From an optimization exercise on the open Yosys and OpenROAD flow, aimed at a short achievable clock period and few clock cycles; shortcuts taken in it are not production practice.
Where RTL was checked, it was by simulation tests only, not by an equivalence proof against the original.
No activity file was given, so power comes from the tool's default toggle rates.

Design Mips, start of the top module:
module Mips(
	input clk,
	input rst,
	output[31:0] imem_addr,
	input[31:0] imem_data,
	output[17:0] SRAM_ADDR,
	output[15:0] SRAM_WDATA,
	input[15:0] SRAM_RDATA,
	output SRAM_WE_N
);
==> flow/config.mk <==
export PLATFORM = sky130hd
export DESIGN_NAME = Mips
export DESIGN_NICKNAME = Mips
export VERILOG_FILES = /design/flow/design.v
export SDC_FILE = /design/flow/constraint.sdc
export NUM_CORES = 8
export LEC_CHECK = 0
export CAP_MARGIN = 20
export CORE_MARGIN = 2
export CORE_UTILIZATION = 40
export SLEW_MARGIN = 40
==> flow/constraint.sdc <==
create_clock -name core_clock -period 15.0 [get_ports {clk}]
set_input_delay 3.0000 -clock core_clock [delete_from_list [all_inputs] [get_ports {clk}]]
set_output_delay 3.0000 -clock core_clock [all_outputs]
set_load 0.01 [all_outputs]
standard.sh (not shown) runs the stock make flow with config.mk's settings and CLKGATE_MAP_FILE= SYNTH_SCRIPT=/design/flow/synth_recipe.tcl, a recipe that flattens the netlist after the stock synthesis.
==> flow/flow/run.sh <==
#!/bin/bash
# Standard ORFS layout (the standard.sh), with timing repair aimed well
# below the 15 ns clock: repair_timing keeps working until the setup slack
# reaches SETUP_SLACK_MARGIN (10.8 ns below the 15 ns clock).
export SETUP_SLACK_MARGIN=10.8
bash standard.sh > standard.log 2>&1
Change:
==> flow/flow/run.sh (replaced) <==
#!/bin/bash
# Standard ORFS layout (the standard.sh) with two changes to timing repair:
#  - repair_timing keeps working until the setup slack reaches
#    SETUP_SLACK_MARGIN (10.6 ns below the 15 ns clock);
#  - resizing may pick any drive strength of a cell, not only one of the
#    same width (MATCH_CELL_FOOTPRINT=0; the platform default is 1).
export SETUP_SLACK_MARGIN=10.6
bash standard.sh MATCH_CELL_FOOTPRINT=0 finish > standard.log 2>&1
After rerunning: Final area drops by 1.9%; via count drops by 1.4%; total power drops by 2.2%; count of clock-buffer cells in the layout drops by 8; first-iteration DRC count drops by 3.4%; synthesized cell count does not change; core utilization drops by 0.91 points; routed wire length drops by 1.9%; worst setup slack is better by 0.23 ns; area after synthesis stays the same.
No functional check of the RTL was part of any run of this note.

Another version of the RTL of Mips (not shown whole).
For scale: ~13000 cells after synthesis, ~4000 flip-flops, about 120 I/O pins, ~0.19 mm² of cells after synthesis.
export LEC_CHECK = 0
export CAP_MARGIN = 20
export CORE_MARGIN = 2
export CORE_UTILIZATION = 40
export SLEW_MARGIN = 40
create_clock -name core_clock -period 15.0 [get_ports {clk}]
==> flow/flow/run.sh <==
#!/bin/bash
# Standard ORFS layout (the standard.sh), with timing repair aimed well
# below the 15 ns clock: repair_timing keeps working until the setup slack
# reaches SETUP_SLACK_MARGIN (10.8 ns below the 15 ns clock).
export SETUP_SLACK_MARGIN=10.8
bash standard.sh > standard.log 2>&1
Testbench counts at the start, summed over its fixed seeds: cycles 63,511.
Next try:
Settings changed: CTS_CLUSTER_DIAMETER set to 60, CTS_CLUSTER_SIZE set to 24.
Final cell count goes down by 0.52%. Synthesized cell count is unchanged. Clock skew goes down by 0.044 ns. Power goes down by 2.9%. Setup slack is worse by 0.19 ns. Critical path depth goes up by 6. Via count is about the same.
Next try:
--- a/flow/flow/run.sh
+++ b/flow/flow/run.sh
@@ -4,2 +4,2 @@
-# reaches SETUP_SLACK_MARGIN (10.8 ns below the 15 ns clock).
-export SETUP_SLACK_MARGIN=10.8
+# reaches SETUP_SLACK_MARGIN (10.6 ns below the 15 ns clock).
+export SETUP_SLACK_MARGIN=10.6
Settings changed: CTS_CLUSTER_DIAMETER 60 to not set, CTS_CLUSTER_SIZE 24 to not set.
=> Critical path depth came out lower by 3. Utilization came out lower by 0.30 points. Via count came out lower by 1.2%. Die area stays the same. Cell count barely changes. Hold slack is better by 0.0044 ns. Combinational power came out lower by 4.9%. Final area came out lower by 0.61%. Non-clock buffer count came out lower by 160. Total power came out higher by 2.1%.

== run 1 ==
Mips, a different RTL version from the one above (not shown whole).
Size in the first run: about 14000 cells after synthesis, ~4300 flip-flops.
Settings: LEC_CHECK=0, CAP_MARGIN=20, CORE_MARGIN=2, CORE_UTILIZATION=40, SLEW_MARGIN=40; clock period 15.0 ns.
==> flow/flow/run.sh <==
#!/bin/bash
# Standard ORFS layout (the standard.sh), with timing repair aimed well
# below the 15 ns clock: repair_timing keeps working until the setup slack
# reaches SETUP_SLACK_MARGIN (10.75 ns below the 15 ns clock).
export SETUP_SLACK_MARGIN=10.75
bash standard.sh > standard.log 2>&1
Testbench counts of run 1, summed over its fixed seeds: cycles 62,410.
Input-level comparison between run 2 and run 1:
==> flow/flow/run.sh <==
#!/bin/bash
# Standard ORFS layout (the standard.sh), with timing repair aimed well
# below the 15 ns clock: repair_timing keeps working until the setup slack
# reaches SETUP_SLACK_MARGIN (10.7 ns below the 15 ns clock).
export SETUP_SLACK_MARGIN=10.7
bash standard.sh > standard.log 2>&1
-- flow/config.mk --
<<< run 1, line 10
export CORE_UTILIZATION = 40
export SLEW_MARGIN = 40
>>> run 2, line 10
export CORE_UTILIZATION = 40
export CTS_CLUSTER_DIAMETER = 80
export CTS_CLUSTER_SIZE = 20
export SLEW_MARGIN = 40
[summary]
| multi-input combinational cell count | run 2 vs run 1 | ≈ equal |
Summary of run 2 over run 1: ratio of final minimum period to clock period saw a decrease; number of instances in the placed design comparable.
Compared to run 1, run 2 has delay contributed by the slowest stage of the critical path 0.12 ns lower.
#### Input delta (run 3 over run 2)
==> flow/flow/run.sh <==
#!/bin/bash
# Standard ORFS layout (the standard.sh), with timing repair aimed well
# below the 15 ns clock: repair_timing keeps working until the setup slack
# reaches SETUP_SLACK_MARGIN (10.6 ns below the 15 ns clock).
export SETUP_SLACK_MARGIN=10.6
bash standard.sh > standard.log 2>&1
-- flow/config.mk --
<<< run 2, line 10
export CORE_UTILIZATION = 40
export CTS_CLUSTER_DIAMETER = 80
export CTS_CLUSTER_SIZE = 20
export SLEW_MARGIN = 40
>>> run 3, line 10
export CORE_UTILIZATION = 40
export SLEW_MARGIN = 40
### Flow results
The top achievable clock speed reported for run 3 is greater than that of run 2 by 1.2%.
Against run 2, run 3 comes in 3 lower on number of cell instances on the worst register-to-register path.
The worst setup path startpoint comes out A_E[2] in one run and ia_q[9] in the other, namely in run 2 and run 3 respectively.
Between run 2 and run 3, the flow reports total power increasing by more than 10%.
### run 3 -> run 4
==> flow/flow/run.sh <==
#!/bin/bash
# Standard ORFS layout (the standard.sh), with timing repair aimed well
# below the 15 ns clock: repair_timing keeps working until the setup slack
# reaches SETUP_SLACK_MARGIN (10.7 ns below the 15 ns clock).
export SETUP_SLACK_MARGIN=10.7
bash standard.sh > standard.log 2>&1
-- flow/config.mk --
<<< run 3, line 9
export CORE_MARGIN = 2
export CORE_UTILIZATION = 40
export SLEW_MARGIN = 40
>>> run 4, line 9
export CORE_MARGIN = 2
export CORE_UTILIZATION = 42
export SLEW_MARGIN = 40
Notes after the runs:
- Compared with run 3, in run 4 non-clock buffer count saw an increase, final-layout worst hold slack saw an increase, count of buffers inserted at the top-level ports saw little to no change, post-layout total power saw little to no change.
- Taking run 3 as the reference point, the met3 wire length of run 4 rises by about 2.5%.
- Final checks on run 4, whose flow otherwise completed, came back failing, citing max-capacitance violations, max-slew violations.
- Run 4 ended up with input pin to flop as its critical path class; run 3 ended up with flop to primary output.
- The startpoint of the most critical setup path comes out imem_data[4] in one run and ia_q[9] in the other, namely in run 4 and run 3 respectively.

Setup of alpha:
RTL: one of the versions met above, not the one the previous note started from.
Size: roughly 4300 flip-flops, ~120 I/O pins.
Settings: LEC_CHECK=0, CAP_MARGIN=20, CORE_MARGIN=2, CORE_UTILIZATION=40, SLEW_MARGIN=40; clock period 15.0 ns.
==> flow/flow/run.sh <==
#!/bin/bash
# Standard ORFS layout (the standard.sh), with timing repair aimed well
# below the 15 ns clock: repair_timing keeps working until the setup slack
# reaches SETUP_SLACK_MARGIN (10.6 ns below the 15 ns clock).
export SETUP_SLACK_MARGIN=10.6
bash standard.sh > standard.log 2>&1
> inputs changed (alpha -> beta)
==> flow/flow/run.sh <==
#!/bin/bash
# Standard ORFS layout (the standard.sh) with two changes to timing repair:
#  - repair_timing keeps working until the setup slack reaches
#    SETUP_SLACK_MARGIN (10.8 ns below the 15 ns clock);
#  - resizing may pick any drive strength of a cell, not only one of the
#    same width (MATCH_CELL_FOOTPRINT=0; the platform default is 1).
export SETUP_SLACK_MARGIN=10.8
bash standard.sh MATCH_CELL_FOOTPRINT=0 finish > standard.log 2>&1
==> comparison <==
Delta (beta minus alpha): proportion of power drawn by combinational gates rose 0.4 points; clock distribution power about even.
| global-route wire length before repair | beta vs alpha | ≈ equal |
Worst-case hold slack ends up lower on beta.
Diff alpha -> beta: internal power of the cells higher, biggest fanout along the worst timing path moved up, buffers plus inverters on the worst setup path dropped 1.
beta closes out successfully: all stages finished, all timing, DRC and antenna checks passed.
Cell area | beta vs alpha | beta larger
No functional check of the RTL was part of any run of this note.

Mips, a different RTL version from the one above (not shown whole).
Size in the first run: roughly 15000 cells after synthesis, ~4300 flip-flops, about 120 I/O pins, ~200000 µm² of cells after synthesis.
==> flow/config.mk <==
export PLATFORM = sky130hd
export DESIGN_NAME = Mips
export DESIGN_NICKNAME = Mips
export VERILOG_FILES = /design/flow/design.v
export SDC_FILE = /design/flow/constraint.sdc
export NUM_CORES = 8
export LEC_CHECK = 0
export CAP_MARGIN = 20
export CORE_MARGIN = 2
export CORE_UTILIZATION = 40
export SLEW_MARGIN = 40
==> flow/constraint.sdc <==
create_clock -name core_clock -period 15.0 [get_ports {clk}]
set_input_delay 3.0000 -clock core_clock [delete_from_list [all_inputs] [get_ports {clk}]]
set_output_delay 3.0000 -clock core_clock [all_outputs]
set_load 0.01 [all_outputs]
==> flow/flow/run.sh <==
#!/bin/bash
# Standard ORFS layout (the standard.sh), with timing repair aimed well
# below the 15 ns clock: repair_timing keeps working until the setup slack
# reaches SETUP_SLACK_MARGIN (11.0 ns below the 15 ns clock).
export SETUP_SLACK_MARGIN=11.0
bash standard.sh > standard.log 2>&1
Testbench counts at the start, summed over its fixed seeds: cycles 62,400.
Rerun with:
==> flow/flow/run.sh (replaced) <==
#!/bin/bash
# Standard ORFS layout (the standard.sh), with timing repair aimed well
# below the 15 ns clock: repair_timing keeps working until the setup slack
# reaches SETUP_SLACK_MARGIN (10.8 ns below the 15 ns clock).
export SETUP_SLACK_MARGIN=10.8
bash standard.sh > standard.log 2>&1
- wire length drops by 1.9%
- synthesized area stays the same
- core utilization decreases by 0.81 points

## build 72
Mips with an RTL version that a note above also has.
Size: about 200000 µm² of cells after synthesis.
clock: 15.0 ns
lec_check: 0
cap_margin: 20
core_margin: 2
core_utilization: 40
slew_margin: 40
==> flow/flow/run.sh <==
#!/bin/bash
# Standard ORFS layout (the standard.sh), with timing repair aimed well
# below the 15 ns clock: repair_timing keeps working until the setup slack
# reaches SETUP_SLACK_MARGIN (10.7 ns below the 15 ns clock).
export SETUP_SLACK_MARGIN=10.7
bash standard.sh > standard.log 2>&1
Build 72: done, clean on timing, DRC and antenna
Testbench counts of build 72, summed over its fixed seeds: cycles 62,410.
What build 48 does differently from build 72 at the input level:
==> flow/flow/run.sh <==
#!/bin/bash
# Standard ORFS layout (the standard.sh) with two changes to timing repair:
#  - repair_timing keeps working until the setup slack reaches
#    SETUP_SLACK_MARGIN (10.7 ns below the 15 ns clock);
#  - resizing may pick any drive strength of a cell, not only one of the
#    same width (MATCH_CELL_FOOTPRINT=0; the platform default is 1).
export SETUP_SLACK_MARGIN=10.7
bash standard.sh MATCH_CELL_FOOTPRINT=0 finish > standard.log 2>&1
Results
- Build 72 and build 48 ended up with roughly the same core utilization.
- Mean routed wirelength per cell delta (build 72 -> build 48): insignificant
- Fmax for build 48: 0.44% down relative to build 72
- Build 48 drops more vias than build 72.
- Build 72 → build 48: non-clock buffer count +about 3.3%, total wirelength of the detailed-routed design ~0 delta, maximum level of the CTS H-tree ~0 delta, latest clock arrival within the worst-skew pair -0.02 ns, worst-case headroom to the max-slew limit -1.9 points.
- Post-place instance area across build 48 and build 72: no real change.
- The worst path arrival time number comes out lower for build 72 vs build 48.
- Every run (build 48 and build 72) finished clean.
[inputs] build 52 vs build 48
- GPL_ROUTABILITY_DRIVEN: unset -> 0
==> flow/flow/run.sh <==
#!/bin/bash
# Standard ORFS layout (the standard.sh), with timing repair aimed well
# below the 15 ns clock: repair_timing keeps working until the setup slack
# reaches SETUP_SLACK_MARGIN (10.7 ns below the 15 ns clock).
export SETUP_SLACK_MARGIN=10.7
bash standard.sh > standard.log 2>&1
### Flow results
- Count of plain and timing-repair buffers in the layout (higher): build 48
- Critical path depth sits lower in build 52 than in build 48.
- Signal arrival time at the worst endpoint was higher in the run labelled build 48.
- In build 52, average wire length per cell after detail routing is lower than in build 48.
- flop to primary output as the category of the most critical setup path was reported by build 52, and flop to flop by build 48.
- Build 52 vs build 48: required time of the critical path down

==> static timing again, ports no longer ideal <==
In the flow no input, the clock included, has a driving cell. The finished layouts below were timed again as built, in two steps. Step 1 sets driving cells, clkbuf_16 on the clock port and buf_2 on the other inputs (assumed; they add their load-dependent delay and slew). Step 2 times the ports against the registers' clock, not the clock port: input delays grow and output delays shrink by t, the midpoint of the rising clock arrivals with the driver on. Three values: ideal ports, drivers, drivers and shift; two values: the first two.
| run | t, ns | setup slack, ns | latest minus earliest clock arrival (ns) |
|---|---|---|---|
| the first run of note 1 | 1.169 | 9.726 / 9.726 / 8.767 | 0.163 / 0.163 |
| the second run of note 1 | 1.139 | 9.957 / 9.957 / 8.973 | 0.144 / 0.144 |
| the first run of note 2 | 1.120 | 10.230 / 10.114 / 9.047 | 0.126 / 0.126 |
| the second run of note 2 | 1.109 | 10.041 / 10.041 / 9.051 | 0.088 / 0.089 |
| the third run of note 2 | 1.111 | 10.116 / 10.115 / 9.073 | 0.098 / 0.098 |
| run 1 | 1.147 | 10.189 / 10.189 / 9.112 | 0.098 / 0.097 |
| run 2 | 1.099 | 10.291 / 10.284 / 9.204 | 0.076 / 0.075 |
| run 3 | 1.145 | 10.347 / 10.222 / 9.176 | 0.110 / 0.110 |
| run 4 | 1.144 | 10.298 / 10.185 / 9.113 | 0.128 / 0.128 |
| alpha | 1.171 | 9.699 / 9.699 / 8.574 | 0.138 / 0.139 |
| beta | 1.155 | 9.696 / 9.696 / 8.828 | 0.197 / 0.197 |
| the first run of note 5 | 1.185 | 10.272 / 10.135 / 9.209 | 0.130 / 0.130 |
| the second run of note 5 | 1.155 | 10.298 / 10.181 / 9.251 | 0.127 / 0.127 |
| build 72 | 1.159 | 10.320 / 10.193 / 9.218 | 0.132 / 0.133 |
| build 48 | 1.159 | 10.299 / 10.193 / 9.198 | 0.107 / 0.107 |
| build 52 | 1.165 | 10.341 / 10.210 / 9.116 | 0.138 / 0.138 |
The setup slack of build 52, which loses most, moves by -0.131 ns with the drivers and by -1.225 ns with both steps.
